Context: an optimization exercise on an open-source flow, tuned for small area and a short achievable clock period. The choices shown serve that exercise and are no tape-out recipe.
Function was checked by simulation only, so behaviour that the tests miss may differ from the original.
Power is estimated from default activity; no workload was simulated.

## flow/design.v (module list and top-level ports; edited modules follow where they fit)
// module alu_operations_five: 2728 lines
// module alu_fa: 4 lines
// module alu_ha: 4 lines
// module alu_a21o: 3 lines
// module alu_a221o: 3 lines
// module alu_and2: 3 lines
// module alu_and3: 3 lines
// module alu_inv: 3 lines
// module alu_nand2: 3 lines
// module alu_nand3: 3 lines
// module alu_nor2: 3 lines
// module alu_o22ai: 3 lines
// module alu_xnor2: 3 lines
// module alu_xor2: 3 lines
module alu_operations_five (
    input  clk,
    input  rst_n,
    input  load,
    input  signed [31:0]  ID_EX_A,
    input  signed [31:0]  ID_EX_B,
    input  signed [5:0]   opcode,
    output reg signed [31:0] ALU_result
);
  // ...
==> flow/flow/run.sh <==
#!/bin/bash
set -euo pipefail
bash standard.sh BUFFER_PORTS_ARGS="-buffer_cell sky130_fd_sc_hd__buf_1" finish > standard.log 2>&1
==> flow/standard.sh <==
#!/bin/bash
# synth_recipe.tcl (not shown) runs the flow's synth.tcl, then flattens the netlist and writes it again
# the make line also repeats each setting of config.mk as NAME=value (left out here)
make -C /OpenROAD-flow-scripts/flow DESIGN_CONFIG=/design/flow/config.mk WORK_HOME=/design/flow/orfs CLKGATE_MAP_FILE= SYNTH_SCRIPT=/design/flow/synth_recipe.tcl "${@:-finish}"
==> flow/config.mk <==
export PLATFORM = sky130hd
export DESIGN_NAME = alu_operations_five
export DESIGN_NICKNAME = alu_operations_five
export VERILOG_FILES = /design/flow/design.v
export SDC_FILE = /design/flow/constraint.sdc
export NUM_CORES = 4
export LEC_CHECK = 0
export CAP_MARGIN = 20
export CORE_MARGIN = 2
export CORE_UTILIZATION = 40
export CTS_BUF_LIST = sky130_fd_sc_hd__clkbuf_4 sky130_fd_sc_hd__clkbuf_8
export SETUP_SLACK_MARGIN = 4.1
export SLEW_MARGIN = 20
export SYNTH_HIERARCHICAL = 1
==> flow/constraint.sdc <==
create_clock -name core_clock -period 8.5 [get_ports {clk}]
set_input_delay 1.7000 -clock core_clock [delete_from_list [all_inputs] [get_ports {clk}]]
set_output_delay 1.7000 -clock core_clock [all_outputs]
set_load 0.01 [all_outputs]
==> impl_metrics.tcl, run 1 <==
set metrics [dict create \
    relSlewSlack_pct 25.0 \
    synth_area_um2 16700 \
    grt_pass1_vias 13747 \
    clk_latency_ns 0.52 \
    clock_skew_ns 0.0253 \
    ios 105 \
    largestPowerGroup "combinational logic" \
    synth_top_family_by_area "adder cells" \
    grt_pass1_wl_mm 86.1 \
    slew_violations 0 \
    cts_hold_buf 0 \
    htree_levels 4 \
    yosys.area_share.simple_pct 4.76 \
    buffers 124 \
    overflow 0 \
    cts_resized 76 \
    pg_clk_mw 0.595 \
    layout.nets 1948 \
    power_frac_comb_pct 65.8 \
    cts_buffer_depth 2 \
    wl_met1_mm 23.0 \
    taps 532 \
    busiest_layer "met2" \
    status "finished clean" \
    cp_cell_sequence "buf_2, xor2_4, nand2_2, o22ai_1, xor2_1, fa_1, fa_1, fa_1, a21o_1" \
    grt_use_met1_pct 35.7 \
    synth_compound_area_share_pct 18.3 \
    clockBufferCount 21 \
    muxShareOfSynthArea_pct 0 \
    drt-pass1-iter-count 5 \
    synth-adder-area-share_pct 30.2 \
    final_core_util_pct 46.8 \
    met2_usage_pct 40.2 \
    period_minus_slack_ns 4.38 \
    ys_seq_elements 146 \
    synthToLayoutAreaGrowth_pct 15.1 \
    cp-end-kind "flop" \
    insertedDiodeCount 0 \
    buffer_area_share_pct 3.62 \
    setup_viol 0 \
    hold_end "ALU_result[17]" \
    layout_common_cells "348 x xor2_1, 257 x o22ai_1, 207 x fa_1" \
]
==> run 2: changes to the inputs <==
--- a/flow/config.mk
+++ b/flow/config.mk
@@ -10,5 +10,5 @@
 export CORE_UTILIZATION = 40
 export CTS_BUF_LIST = sky130_fd_sc_hd__clkbuf_4 sky130_fd_sc_hd__clkbuf_8
-export SETUP_SLACK_MARGIN = 4.1
+export SETUP_SLACK_MARGIN = 4.0
 export SLEW_MARGIN = 20
 export SYNTH_HIERARCHICAL = 1
==> impl_metrics.tcl, run 2 <==
set metrics [dict create \
    synth_cells 1456 \
    cts_made_buffers 17 \
    start_kind "input port" \
    r2r_cells 13 \
    synthTopCellsByArea "fa_1 25%, edfxtp_1 20%, xor2_1 18%" \
    port_buffers 104 \
    cp_slowest_cell "fa_1" \
    num_rows 74 \
    ios 105 \
    yosysWarnings 7 \
    powerDensity_nw_per_um2 262 \
    timing.fmax_ghz 0.224 \
    htree_levels 4 \
    ys.flop_type "edfxtp_1" \
    synth_largest_area_cell "fa_1" \
    grt_usage_pct 25.7 \
    ant_nets 0 \
    synth.top_cell.area_share_pct 25.2 \
    synthToLayoutAreaGrowth_pct 14.2 \
    drc 0 \
    dp_hpwl_mm 37.2 \
    hold_path.class "flop to flop" \
    clkTransAtPathRegs_ns 0.08 \
    rsz0062_at_grt "yes" \
    power_frac_seq_pct 22.3 \
    dp.cells 2104 \
    layout_common_cells "350 x xor2_1, 257 x o22ai_1, 210 x fa_1" \
    ys_seq_elements 146 \
    critical_path.max_fanout 37 \
    power_frac_comb_pct 65.3 \
    synth_common_cells "352 x xor2_1, 257 x o22ai_1, 210 x fa_1" \
    wl_per_cell_um 25.7 \
    top_regs "ALU_result (32), q0 (32), q1 (32)" \
    cp-end-kind "flop" \
    cpMostUsedCell "fa_1" \
    worst_slew_pin_slew_ns 0.973 \
    crit_required_ns 8.77 \
    die-area_um2 43300 \
    clock_skew_ns 0.0196 \
    min_period_over_period_pct 52.5 \
    seq_area_frac_synth_pct 25.3 \
    drt-pass1-iter-count 5 \
    holdPathStages 2 \
    crit_type "input port to flop" \
    period_minus_slack_ns 4.46 \
    overflow 0 \
    core_um2 41000 \
    relSlewSlack_pct 34.7 \
    cts_buffer_depth 2 \
    status "finished clean" \
    whs_ns 0.507 \
    p_int_mw 2.77 \
    grt_pass1_vias 13462 \
    drv_cap 0 \
    worstReg2RegEnd "ALU_result[0]" \
    die_w_um 208 \
    rrSetupSlack_ns 4.46 \
    nFillCells 3779 \
    start_util_pct 40.7 \
    cts_tree "done" \
    syn_avg_cell_area_um2 11.5 \
    gp_congestion 0.886 \
    grt_max_degree 74 \
    swShare_pct 44.4 \
    setup_viol 0 \
    layout-drive-gt1-share_pct 8.97 \
    crit_start "opcode[0]" \
    clkPwrFrac_pct 12.4 \
    drt_first_iter_violations 1319 \
    cp_cell_sequence "clkbuf_8, buf_12, nand3_2, o22ai_1, xor2_1, fa_1, fa_1, fa_1, a21o_1" \
    slew_violations 0 \
    clk_latency_ns 0.52 \
    cts.sinks 146 \
    synth.most_common_cell "xor2_1" \
    fin_tns_setup_ns 0 \
    cpPeakStageDelay_ns 0.62 \
    synth_area_um2 16700 \
    crit_arrival_ns 4.73 \
    synth-edff-count 112 \
    finalNonFillerCells 2150 \
    async_reset_ff_share_pct 23.3 \
    switchingPower_mw 2.21 \
    antenna_found_initial 2 \
    die_h_um 208 \
    cts_root_buffer "clkbuf_8" \
    final_common_cell "xor2_1" \
    wl_mm 55.3 \
    cp-endpoint "q1[24]" \
    grt_pass1_wl_mm 84.3 \
    layout.nets 1954 \
    num_vias 13358 \
    hold_viol 0 \
    r2r_start "q0[27]" \
    synth.distinct_cells 30 \
    peakVddDrop_v 0.000227 \
    leakagePower_nw 9.15 \
    via_per_inst 6.21 \
]
-- run 2: final cells by class --
class | count | area (um2) | share of cell area [%]
Antenna cell | 1 | 2.50 | 0.0131
Timing Repair inverter | 1 | 7.51 | 0.0394
Clock buffer | 18 | 241 | 1.27
Tap cell | 532 | 666 | 3.50
Timing Repair Buffer | 132 | 743 | 3.90
Multi-Input combinational cell | 1272 | 12800 | 67.5
Inverter | 34 | 131 | 0.690
Clock inverter | 14 | 188 | 0.986
Sequential cell | 146 | 4210 | 22.1
-- run 2: what timing repair did --
action | 4_1_cts | 5_1_grt
pin swaps | 5 | 2
endpoints found under the setup margin | 101 | 46
resized for setup | 58 | 34
cloned | 6 | 2
hold buffers | 0 | 0
buffers inserted | 3 | 0
-- run 2: logic make-up (layout without fill, tap and decap cells) --
logic type               after synthesis  count (layout)  share of synthesized area [%]
AO/OA/AOI/OAI                        451             451                           18.3
XOR/XNOR                             382             385                           20.1
adder cells (fa/ha/maj)              277             277                           30.2
buffers and inverters                 46             199                           1.31
flip-flops                           146             146                           25.3
other                                  1               3                         0.0225
AND/OR/NAND/NOR                      153             157                           4.76
-- run 2: worst min-delay path by stage --
| stage | start | endpoint | slack (ns) |
|---|---|---|---|
| 2_1_floorplan | qslt | qslt | 0.53 |
| 3_3_place_gp | ALU_result[22] | ALU_result[22] | 0.50 |
| 3_5_place_dp | ALU_result[22] | ALU_result[22] | 0.50 |
| 4_1_cts | ALU_result[22] | ALU_result[22] | 0.51 |
| 5_1_grt | ALU_result[23] | ALU_result[23] | 0.52 |
| 6_report | ALU_result[22] | ALU_result[22] | 0.51 |
-- run 2: power by group through the flow --
| stage | combinational [mW] | clock [mW] | sequential (mW) |
|---|---|---|---|
| 2_1_floorplan | 2.24 | 0 | 1.12 |
| 3_3_place_gp | 3.14 | 0 | 1.12 |
| 3_5_place_dp | 3.17 | 0 | 1.13 |
| 4_1_cts | 3.23 | 0.639 | 1.12 |
| 5_1_grt | 3.61 | 0.664 | 1.14 |
| 6_report | 3.26 | 0.617 | 1.11 |
-- run 2: critical path: cells and delay by family --
family | cells | cell delay, ns
AOI/OAI and AO/OA | 2 | 0.48
xor gates and xnor gates | 1 | 0.13
adders and majority gates | 3 | 1.47
buffers and inverters | 2 | 0.59
and+or+nand+nor | 1 | 0.33
-- run 2: layer usage --
metal | vias to the layer above | part of all wire (%) | global-route usage, %
met5 | - | 0 | 0
met4 | 0 | 3.1 | 7.99
met3 | 130 | 9.4 | 6.57
met2 | 709 | 46 | 40.8
met1 | 6799 | 41 | 34.4
li1 | 5720 | - | -
-- run 2: through the flow --
stage,util [%],setup WS (ns),power [mW],cell area [um2]
after global placement,43.9,2.74,4.26,18000
after floorplan,-,4.02,3.36,16800
after global routing,46.4,3.98,5.41,19000
after CTS,45.9,4.00,4.98,18800
after detailed placement,43.9,2.64,4.30,18000
final,46.4,4.04,4.98,19000
-- run 2: Yosys stat by module (local to each module, per instance), excerpt --
module	copies in the design	cell area, um2
alu_xnor2	30	8.76
alu_inv	1	3.75
alu_xor2	352	8.76
alu_fa	210	20.0
alu_and3	16	6.26
alu_nand3	32	5.00
alu_a221o	32	10.0
alu_operations_five	1	4880
alu_and2	28	6.26
alu_ha	67	12.5
alu_a21o	124	7.51
==> run 3: changes to the inputs <==
--- a/flow/config.mk
+++ b/flow/config.mk
@@ -10,5 +10,6 @@
 export CORE_UTILIZATION = 40
 export CTS_BUF_LIST = sky130_fd_sc_hd__clkbuf_4 sky130_fd_sc_hd__clkbuf_8
-export SETUP_SLACK_MARGIN = 4.0
+export GPL_ROUTABILITY_DRIVEN = 0
+export SETUP_SLACK_MARGIN = 4.1
 export SLEW_MARGIN = 20
 export SYNTH_HIERARCHICAL = 1
==> impl_metrics.tcl, run 3 <==
set metrics [dict create \
    cts_root_buffer "clkbuf_8" \
    min_period_over_period_pct 51.6 \
    ys_seq_elements 146 \
    final_area_um2 19200 \
    period_minus_slack_ns 4.38 \
    async_reset_ff_share_pct 23.3 \
    worstReg2RegEnd "ALU_result[0]" \
    critical_path.max_fanout 12 \
    top_regs "ALU_result (32), q0 (32), q1 (32)" \
    hold_end "ALU_result[17]" \
    drv_cap 0 \
    core_um2 41000 \
    htree_levels 4 \
    wl_per_cell_um 26.5 \
    seq_area_frac_synth_pct 25.3 \
    r2r_start "q0[26]" \
    wl_mm 56.7 \
    crit_arrival_ns 4.65 \
    cp-end-kind "flop" \
    num_vias 13494 \
    leakagePower_nw 9.15 \
    ys.flop_type "edfxtp_1" \
    grt_pass1_vias 13747 \
    crit_required_ns 8.77 \
    yosysWarnings 7 \
    synthTopCellsByArea "fa_1 25%, edfxtp_1 20%, xor2_1 18%" \
    status "finished clean" \
    num_rows 74 \
    clkPwrFrac_pct 11.9 \
    cpPeakStageDelay_ns 0.48 \
    switchingPower_mw 2.24 \
    via_per_inst 6.30 \
    nFillCells 3779 \
    clock_skew_ns 0.0253 \
    synth.most_common_cell "xor2_1" \
    dp_hpwl_mm 37.5 \
    setup_ws_ns 4.12 \
    worst_slew_pin_slew_ns 1.12 \
    power_frac_seq_pct 22.3 \
    synth.distinct_cells 30 \
    layout-drive-gt1-share_pct 9.56 \
    synth-edff-count 112 \
    synth_cells 1456 \
    layout.nets 1948 \
    final_common_cell "xor2_1" \
    start_kind "input port" \
    synth_largest_area_cell "fa_1" \
    hp-start "ALU_result[17]" \
    layout_common_cells "348 x xor2_1, 257 x o22ai_1, 207 x fa_1" \
    whs_ns 0.508 \
    placedInstanceArea_um2 18000 \
    cp_cell_sequence "buf_2, xor2_4, nand2_2, o22ai_1, xor2_1, fa_1, fa_1, fa_1, a21o_1" \
    grt_usage_pct 26.2 \
    timing.fmax_ghz 0.228 \
    cts_buffer_depth 2 \
    place_ws_ns 2.69 \
    antenna_found_initial 0 \
    cts_made_buffers 17 \
    ant_nets 0 \
    relSlewSlack_pct 25.0 \
    hold_viol 0 \
    clk_latency_ns 0.52 \
    p_int_mw 2.76 \
    port_buffers 104 \
    critPathBufInv 1 \
    die_h_um 208 \
    slew_violations 0 \
    drc 0 \
    insertedDiodeCount 0 \
    synth_area_um2 16700 \
    peakVddDrop_v 0.000279 \
    die-area_um2 43300 \
    swShare_pct 44.7 \
    rsz0062_at_grt "no" \
    setup_viol 0 \
    synth_common_cells "352 x xor2_1, 257 x o22ai_1, 210 x fa_1" \
    rrSetupSlack_ns 4.40 \
    drt_first_iter_violations 1576 \
    start_util_pct 40.7 \
    syn_avg_cell_area_um2 11.5 \
    crit_cells 9 \
    grt_max_degree 88 \
    holdPathStages 2 \
    ios 105 \
    cts_tree "done" \
    power_frac_comb_pct 65.8 \
    grt_pass1_wl_mm 86.1 \
    drt-pass1-iter-count 5 \
    r2r_cells 13 \
    cp_slowest_cell "fa_1" \
    cts.sinks 146 \
    crit_family "adder cells" \
    powerDensity_nw_per_um2 260 \
    die_w_um 208 \
    crit_type "input port to flop" \
    synth.top_cell.area_share_pct 25.2 \
    hold_path.class "flop to flop" \
    cpMostUsedCell "fa_1" \
    fin_tns_setup_ns 0 \
    overflow 0 \
    synthToLayoutAreaGrowth_pct 15.1 \
    clkTransAtPathRegs_ns 0.08 \
]
## run 3: per-layer routing
metal  global-route usage [%]  share of wire (%)
met5                        0                  0
met4                     10.3                4.3
met3                     6.70                 10
met2                     40.2                 45
met1                     35.7                 41
## run 3: area by class of cell
cell class / count / area, um2 / area share [%]
multi-input cells: 1274 / 13100 / 68.1
flip-flops and latches: 146 / 4210 / 22.0
repair buffers: 124 / 694 / 3.62
well taps: 532 / 666 / 3.47
clock buffers: 21 / 270 / 1.41
clock inverters: 11 / 138 / 0.717
inverters: 34 / 131 / 0.684
repair inverters: 1 / 7.51 / 0.0391
## run 3: what timing repair did
item                       in CTS  in global routing
hold buffers                    0                  0
buffers inserted                3                  0
gates cloned                    6                  4
setup endpoints to repair     102                 37
resized for setup              76                 42
pin swaps                       5                  5
## run 3: power by group through the flow
stage	combinational [mW]	clock, mW	sequential [mW]
4_1_cts	3.24	0.617	1.12
2_1_floorplan	2.24	0	1.12
6_report	3.29	0.595	1.11
3_3_place_gp	3.13	0	1.12
5_1_grt	3.65	0.634	1.14
3_5_place_dp	3.18	0	1.13
## run 3: worst min-delay path: cells and delay by family (launching register included)
family	cells	cell delay, ns
buf+inv	1	0.05
compound gates	1	0.05
flops	1	0.38
## run 3: worst max-delay path by stage
| stage | start | end | slack [ns] |
|---|---|---|---|
| final | ID_EX_B[7] | q1[24] | 4.12 |
| after global routing | ID_EX_B[3] | q0[16] | 4.10 |
| after CTS | opcode[0] | q1[24] | 4.10 |
| after detailed placement | opcode[2] | q0[9] | 2.69 |
| after global placement | opcode[2] | q0[9] | 2.78 |
| after floorplan | ID_EX_B[0] | q0[10] | 4.09 |
## run 3: per-stage QoR
| step | power [mW] | instances | utilization, % |
|---|---|---|---|
| floorplan | 3.37 | 1457 | - |
| global placement | 4.26 | 2097 | 43.9 |
| detailed placement | 4.31 | 2098 | 44.0 |
| CTS | 4.98 | 2139 | 46.1 |
| global route | 5.42 | 2143 | 46.8 |
| finish | 5.00 | 2143 | 46.8 |
## run 3: cells by family (layout without fill, tap and decap cells)
family                     after synthesis  after routing  synth area share, %
xor gates and xnor gates               382            386                 20.1
buffers and inverters                   46            191                 1.31
adders and majority gates              277            277                 30.2
and+or+nand+nor                        153            158                 4.76
AOI/OAI and AO/OA                      451            451                 18.3
DFF                                    146            146                 25.3
other                                    1              2               0.0225
## run 3: Yosys stat by module, one instance, submodules excluded, excerpt
| module | area [um2] | times used |
|---|---|---|
| alu_a221o | 10.0 | 32 |
| alu_and2 | 6.26 | 28 |
| alu_fa | 20.0 | 210 |
| alu_nand2 | 3.75 | 16 |
| alu_nand3 | 5.00 | 32 |
| alu_operations_five | 4880 | 1 |
| alu_xnor2 | 8.76 | 30 |

-- what the ideal ports hide --
How much do the figures lean on ideal ports? The routed layouts below were timed once more, with nothing changed but the port constraints. Step 1, drivers: a clkbuf_16 drives clk and a buf_2 each remaining input, both assumed. Step 2, shift: input delay + t, output delay - t, t = (earliest + latest rising clock arrival at the registers) / 2. This alone moves slack from input paths to output paths. Slacks: ideal / step 1 / step 2; pairs: ideal / step 1.
run	t (ns)	setup slack, ns	worst setup path after step 2
run 1	0.557	4.118 / 4.092 / 3.534	input to register
run 2	0.558	4.039 / 4.036 / 3.478	input to register
run 3	0.557	4.118 / 4.092 / 3.534	input to register
After both steps setup and hold are still met in every run listed.
